Background: an optimization exercise with open tools, aiming at small area. Do not read the settings as production practice. Only simulation tests tie the RTL to the original design; equivalence was not proved. Power and IR drop assume default switching activity.

==> module ee354_debouncer, before the edit <==
module ee354_debouncer(CLK, RESET, PB, SCEN);
  input  CLK, RESET, PB;
  output SCEN;
  localparam [2:0]
    INI   = 3'd7,
    W84   = 3'd4,
    WS    = 3'd2,
    MCEN  = 3'd0,
    CCEN  = 3'd3,
    MCONT = 3'd1,
    CCR   = 3'd5,
    WFCR  = 3'd6;
  reg       scen;       
  reg [2:0] st;         
  reg [7:0] cnt;        
  reg [2:0] mc;         
  assign SCEN = scen;
  wire t8   = cnt[7];
  wire t128 = cnt[7] & cnt[5] & cnt[4] & cnt[2] & cnt[1];
  always @(posedge CLK or posedge RESET) begin
    if (RESET) begin
      scen <= 1'b0;
      st   <= INI;
    end else if (scen) begin
      scen <= 1'b0;
      st   <= WS;
    end else begin
      case (st)
        INI:   if (PB) st <= W84;
        W84:   if (!PB) st <= INI;
               else if (t8) begin scen <= 1'b1; st <= INI; end
        WS:    if (!PB) st <= CCR;
               else if (t128) st <= MCEN;
        MCEN:  st <= CCEN;
        CCEN:  if (!PB) st <= CCR;
               else if (t128) st <= (mc == 3'd0) ? MCONT : MCEN;
        MCONT: if (!PB) st <= CCR;
        CCR:   st <= WFCR;
        WFCR:  if (PB) st <= WS;
               else if (t8) st <= INI;
      endcase
    end
  end
  wire clr_cnt = scen | (st == INI) | (st == MCEN) | (st == CCR);
  wire clr_mc  = !scen & ((st == INI) | (st == CCR));
  wire inc_mc  = scen | (st == MCEN);
  always @(posedge CLK) begin
    if (clr_cnt) cnt <= 8'd0;
    else         cnt <= {cnt[6:0], ~(cnt[7] ^ cnt[4])};
    if (clr_mc)      mc <= 3'd0;
    else if (inc_mc) mc <= mc + 3'd1;
  end
endmodule
==> module mastermind_vga, before the edit <==
module mastermind_vga (
    input             clk,
    input             bright,
    input       [9:0] hc,
    input       [9:0] vc,
    input      [59:0] frozen,
    input      [11:0] board,
    input       [2:0] guess_num,
    input             q_Input,
    input       [1:0] cursor_index,
    input       [2:0] current_color,
    input             q_DoneC,
    output reg        r, g, b
);
  wire [1:0] col = hc[7:6];
  wire [5:0] hx  = hc[5:0];
  wire [2:0] row = vc[8:6];
  wire [5:0] dy  = vc[5:0];
  wire in_x = hc[9] & ~hc[8] & (hc[7:3] != 5'd0) & (hc[7:3] != 5'd31);
  wire in_y = vc[9] & (row < 3'd5 || (row == 3'd5 && dy < 6'd48));
  wire in_grid = in_x & in_y;
  reg       on_line;
  reg [4:0] half;       
  always @* begin
    on_line = 1'b0; half = 5'd0;
    case (dy)
      6'd8: begin on_line = 1'b1; half = 5'd0; end
      6'd9: begin on_line = 1'b1; half = 5'd5; end
      6'd10: begin on_line = 1'b1; half = 5'd7; end
      6'd11: begin on_line = 1'b1; half = 5'd9; end
      6'd12: begin on_line = 1'b1; half = 5'd10; end
      6'd13: begin on_line = 1'b1; half = 5'd11; end
      6'd14: begin on_line = 1'b1; half = 5'd12; end
      6'd15: begin on_line = 1'b1; half = 5'd13; end
      6'd16: begin on_line = 1'b1; half = 5'd13; end
      6'd17: begin on_line = 1'b1; half = 5'd14; end
      6'd18: begin on_line = 1'b1; half = 5'd14; end
      6'd19: begin on_line = 1'b1; half = 5'd15; end
      6'd20: begin on_line = 1'b1; half = 5'd15; end
      6'd21: begin on_line = 1'b1; half = 5'd15; end
      6'd22: begin on_line = 1'b1; half = 5'd15; end
      6'd23: begin on_line = 1'b1; half = 5'd15; end
      6'd24: begin on_line = 1'b1; half = 5'd16; end
      6'd25: begin on_line = 1'b1; half = 5'd15; end
      6'd26: begin on_line = 1'b1; half = 5'd15; end
      6'd27: begin on_line = 1'b1; half = 5'd15; end
      6'd28: begin on_line = 1'b1; half = 5'd15; end
      6'd29: begin on_line = 1'b1; half = 5'd15; end
      6'd30: begin on_line = 1'b1; half = 5'd14; end
      6'd31: begin on_line = 1'b1; half = 5'd14; end
      6'd32: begin on_line = 1'b1; half = 5'd13; end
      6'd33: begin on_line = 1'b1; half = 5'd13; end
      6'd34: begin on_line = 1'b1; half = 5'd12; end
      6'd35: begin on_line = 1'b1; half = 5'd11; end
      6'd36: begin on_line = 1'b1; half = 5'd10; end
      6'd37: begin on_line = 1'b1; half = 5'd9; end
      6'd38: begin on_line = 1'b1; half = 5'd7; end
      6'd39: begin on_line = 1'b1; half = 5'd5; end
      6'd40: begin on_line = 1'b1; half = 5'd0; end
      default: ;
    endcase
  end
  wire       sx = hx[5];
  wire [4:0] fx = sx ? hx[4:0] : ~hx[4:0];
  reg lt, eq;
  integer i;
  always @* begin
    lt = 1'b0; eq = 1'b1;
    for (i = 4; i >= 0; i = i - 1) begin
      lt = lt | (eq & ~fx[i] & half[i]);
      eq = eq & ~(fx[i] ^ half[i]);
    end
  end
  wire circ = on_line & (lt | (sx & eq));
  wire [3:0] cs = 4'b1 << col;
  wire [7:0] rs = 8'b1 << row;
  reg  [2:0] peg;
  integer j, k;
  always @* begin
    peg = 3'd0;
    for (j = 0; j < 5; j = j + 1)
      for (k = 0; k < 4; k = k + 1)
        peg = peg | ({3{rs[j] & cs[k] & (j < guess_num)}} & frozen[j*12 + k*3 +: 3]);
    for (k = 0; k < 4; k = k + 1)
      peg = peg | ({3{(row == guess_num) & cs[k]}} & board[k*3 +: 3]);
  end
  wire active = q_Input && (row == guess_num);
  wire cursor = active && (col == cursor_index);
  wire border = (hx < 6'd10) || (hx >= 6'd54) || (dy < 6'd2) || (dy >= 6'd46);
  reg [2:0] c;
  always @* begin
    if (circ && peg != 3'd0)  c = peg;
    else if (circ && cursor)  c = current_color;
    else                      c = 3'd0;
  end
  wire cr = (c == 3'd4) || (c == 3'd5) || (c == 3'd6);
  wire cg = (c == 3'd2) || (c == 3'd3) || (c == 3'd5);
  wire cb = (c == 3'd1) || (c == 3'd3) || (c == 3'd6);
  wire white = active && border;
  always @(posedge clk) begin
    r <= bright & ~q_DoneC & in_grid & (cr | white);
    g <= bright & (q_DoneC | (in_grid & (cg | white)));
    b <= bright & ~q_DoneC & in_grid & (cb | white);
  end
endmodule
==> flow/config.mk <==
export PLATFORM = sky130hd
export DESIGN_NAME = ee354_mastermind_top_A7
export DESIGN_NICKNAME = ee354_mastermind_top_A7
export VERILOG_FILES = /design/flow/design.v
export SDC_FILE = /design/flow/constraint.sdc
export NUM_CORES = 4
export LEC_CHECK = 0
export CAP_MARGIN = 20
export CORE_MARGIN = 2
export CORE_UTILIZATION = 65
export PLACE_DENSITY = 0.8
export SLEW_MARGIN = 20
==> flow/constraint.sdc <==
create_clock -name core_clock -period 14.0 [get_ports {ClkPort}]
set_input_delay 2.8000 -clock core_clock [delete_from_list [all_inputs] [get_ports {ClkPort}]]
set_output_delay 2.8000 -clock core_clock [all_outputs]
set_load 0.01 [all_outputs]
standard.sh (not shown) runs the stock make flow with config.mk's settings and CLKGATE_MAP_FILE= SYNTH_SCRIPT=/design/flow/synth_recipe.tcl, a recipe that flattens the netlist after the stock synthesis.
==> flow/flow/run.sh <==
#!/bin/bash
# Own layout flow: the standard flow (standard.sh) with these changes to
# how the layout is made:
#  - after the standard synthesis (unchanged), its combinational cells are
#    mapped again for area by ABC (remap.tcl).  Each pass maps the best
#    netlist so far with each script area*.abc and keeps the smallest result;
#    passes repeat while they improve (at most 6).  Registers keep their
#    instances, names and cell types; each pass is an exact re-mapping of the
#    same logic;
#  - ports are buffered with buf_1 instead of the resizer's default pick;
#  - CTS uses small clock buffers and inserts no dummy loads.
# Logs (in this folder): flow_synth.log, flow_comb_cells.log,
# flow_remap_<pass>_<script>.log, flow_remap_choice.log, flow_layout.log;
# the ORFS logs are under orfs/logs.
set -euo pipefail
here=$(pwd)
res="$here/orfs/results/${FLOW_PLATFORM}/ee354_mastermind_top_A7/base"
bash standard.sh synth > "$here/flow_synth.log" 2>&1
cp "$res/1_2_yosys.v" "$here/standard_synth.v"
export LIB="$FLOW_HOME/platforms/sky130hd/lib/sky130_fd_sc_hd__tt_025C_1v80.lib"
export COMB_CELLS="$here/comb_cells.v"
yosys -c "$here/flow/comb_cells.tcl" > "$here/flow_comb_cells.log" 2>&1
mkdir -p "$here/remap"
cur="$here/standard_synth.v"; cur_area=""
for pass in 1 2 3 4 5 6; do
  pbest=""; parea=""
  for s in "$here"/flow/area*.abc; do
    n="p${pass}_$(basename "$s" .abc)"
    NET_IN="$cur" NET_OUT="$here/remap/$n.v" TOP="$FLOW_TOP" ABC_SCRIPT="$s" \
    DONT_USE="sky130_fd_sc_hd__probe_p_8 sky130_fd_sc_hd__probec_p_8 sky130_fd_sc_hd__lpflow_*" \
      yosys -c "$here/flow/remap.tcl" > "$here/flow_remap_$n.log" 2>&1
    a=$(awk '/Chip area/ {print $NF}' "$here/remap/$n.v.stat" | tail -1)
    echo "$n: $a" >> "$here/flow_remap_choice.log"
    if [[ -z "$pbest" ]] || awk -v a="$a" -v b="$parea" 'BEGIN {exit !(a < b)}'; then
      pbest="$n"; parea="$a"
    fi
  done
  if [[ -n "$cur_area" ]] && ! awk -v a="$parea" -v b="$cur_area" 'BEGIN {exit !(a < b)}'; then
    break
  fi
  cur="$here/remap/$pbest.v"; cur_area="$parea"
  echo "pass $pass: kept $pbest ($parea)" >> "$here/flow_remap_choice.log"
done
cp "$cur" "$here/remapped.v"
cp "$cur" "$res/1_2_yosys.v"
rm -f "$res/1_synth.odb" "$res/1_synth.sdc"
export BUFFER_PORTS_ARGS="-buffer_cell sky130_fd_sc_hd__buf_1"
export CTS_ARGS="-sink_clustering_enable -repair_clock_nets -dont_use_dummy_load -sink_clustering_size 16 -buf_list {sky130_fd_sc_hd__clkbuf_8 sky130_fd_sc_hd__clkbuf_4}"
bash standard.sh > "$here/flow_layout.log" 2>&1
Other scripts of this flow, unchanged in this note and not shown: flow/flow/area1.abc, flow/flow/area2.abc, flow/flow/area3.abc, flow/flow/area4.abc, flow/flow/area5.abc, flow/flow/area6.abc, flow/flow/area7.abc, flow/flow/area8.abc, flow/flow/comb_cells.tcl, flow/flow/remap.tcl
Next try:
--- a/flow/design.v
+++ b/flow/design.v
@@ -1,21 +1,25 @@
 module ee354_debouncer(CLK, RESET, PB, SCEN);
   input  CLK, RESET, PB;
   output SCEN;
   localparam [2:0]
-    INI   = 3'd7,
-    W84   = 3'd4,
-    WS    = 3'd2,
-    MCEN  = 3'd0,
-    CCEN  = 3'd3,
-    MCONT = 3'd1,
-    CCR   = 3'd5,
-    WFCR  = 3'd6;
+    INI   = 3'd2,
+    W84   = 3'd3,
+    WS    = 3'd5,
+    MCEN  = 3'd4,
+    CCEN  = 3'd7,
+    MCONT = 3'd6,
+    CCR   = 3'd0,
+    WFCR  = 3'd1;
   reg       scen;       
   reg [2:0] st;         
-  reg [7:0] cnt;        
-  reg [2:0] mc;         
+  localparam [7:0] CNT_INV = 8'h55;
+  localparam [2:0] MC_INV  = 3'd5;
+  reg  [7:0] cnt_q;
+  reg  [2:0] mc_q;
+  wire [7:0] cnt = cnt_q ^ CNT_INV;    
+  wire [2:0] mc  = mc_q ^ MC_INV;      
   assign SCEN = scen;
   wire t8   = cnt[7];
   wire t128 = cnt[7] & cnt[5] & cnt[4] & cnt[2] & cnt[1];
   always @(posedge CLK or posedge RESET) begin
     if (RESET) begin
@@ -43,14 +47,14 @@
   end
   wire clr_cnt = scen | (st == INI) | (st == MCEN) | (st == CCR);
   wire clr_mc  = !scen & ((st == INI) | (st == CCR));
   wire inc_mc  = scen | (st == MCEN);
   always @(posedge CLK) begin
-    if (clr_cnt) cnt <= 8'd0;
-    else         cnt <= {cnt[6:0], ~(cnt[7] ^ cnt[4])};
-    if (clr_mc)      mc <= 3'd0;
-    else if (inc_mc) mc <= mc + 3'd1;
+    if (clr_cnt) cnt_q <= CNT_INV;
+    else         cnt_q <= {cnt[6:0], ~(cnt[7] ^ cnt[4])} ^ CNT_INV;
+    if (clr_mc)      mc_q <= MC_INV;
+    else if (inc_mc) mc_q <= (mc + 3'd1) ^ MC_INV;
   end
 endmodule
 module mastermind_core(
     input  wire        Clk,
     input  wire        Reset,
@@ -205,22 +209,14 @@
       lt = lt | (eq & ~fx[i] & half[i]);
       eq = eq & ~(fx[i] ^ half[i]);
     end
   end
   wire circ = on_line & (lt | (sx & eq));
-  wire [3:0] cs = 4'b1 << col;
-  wire [7:0] rs = 8'b1 << row;
-  reg  [2:0] peg;
-  integer j, k;
-  always @* begin
-    peg = 3'd0;
-    for (j = 0; j < 5; j = j + 1)
-      for (k = 0; k < 4; k = k + 1)
-        peg = peg | ({3{rs[j] & cs[k] & (j < guess_num)}} & frozen[j*12 + k*3 +: 3]);
-    for (k = 0; k < 4; k = k + 1)
-      peg = peg | ({3{(row == guess_num) & cs[k]}} & board[k*3 +: 3]);
-  end
+  wire [71:0] rows  = {board, frozen};
+  wire [2:0]  row_s = (row == guess_num) ? 3'd5 : row;    
+  wire [11:0] row_w = rows[row_s*12 +: 12];
+  wire [2:0]  peg   = (row <= guess_num) ? row_w[col*3 +: 3] : 3'd0;
   wire active = q_Input && (row == guess_num);
   wire cursor = active && (col == cursor_index);
   wire border = (hx < 6'd10) || (hx >= 6'd54) || (dy < 6'd2) || (dy >= 6'd46);
   reg [2:0] c;
   always @* begin
The changed run completed without violations.
Total power drops by 4.6%.
Maximum frequency drops by 4.3%.
Non-clock buffer count drops by 1.
Cell area drops by 0.83%.
Clock-buffer cell count is unchanged.

==> re-timing with driven ports <==
How much do the figures lean on ideal ports? The routed layouts below were timed once more, with nothing changed but the port constraints.
Step 1: set_driving_cell puts a clkbuf_16 on ClkPort and a buf_2 on each other input, an assumption about the parent block.
Step 2 moves the port delays by t, midway between the first and last clock arrival at a register: inputs arrive t later, outputs are due t later. That takes back most of the time a late clock gives input paths.
Slacks: ideal ports / drivers / drivers and shift; pairs: ideal ports / drivers.
run | t (ns) | setup WS [ns] | latest minus earliest clock arrival (ns)
the first run | 0.479 | 9.282 / 9.244 / 9.723 | 0.030 / 0.030
the second run | 0.488 | 9.072 / 9.036 / 9.524 | 0.039 / 0.038
After both steps setup and hold are still met in every run listed.
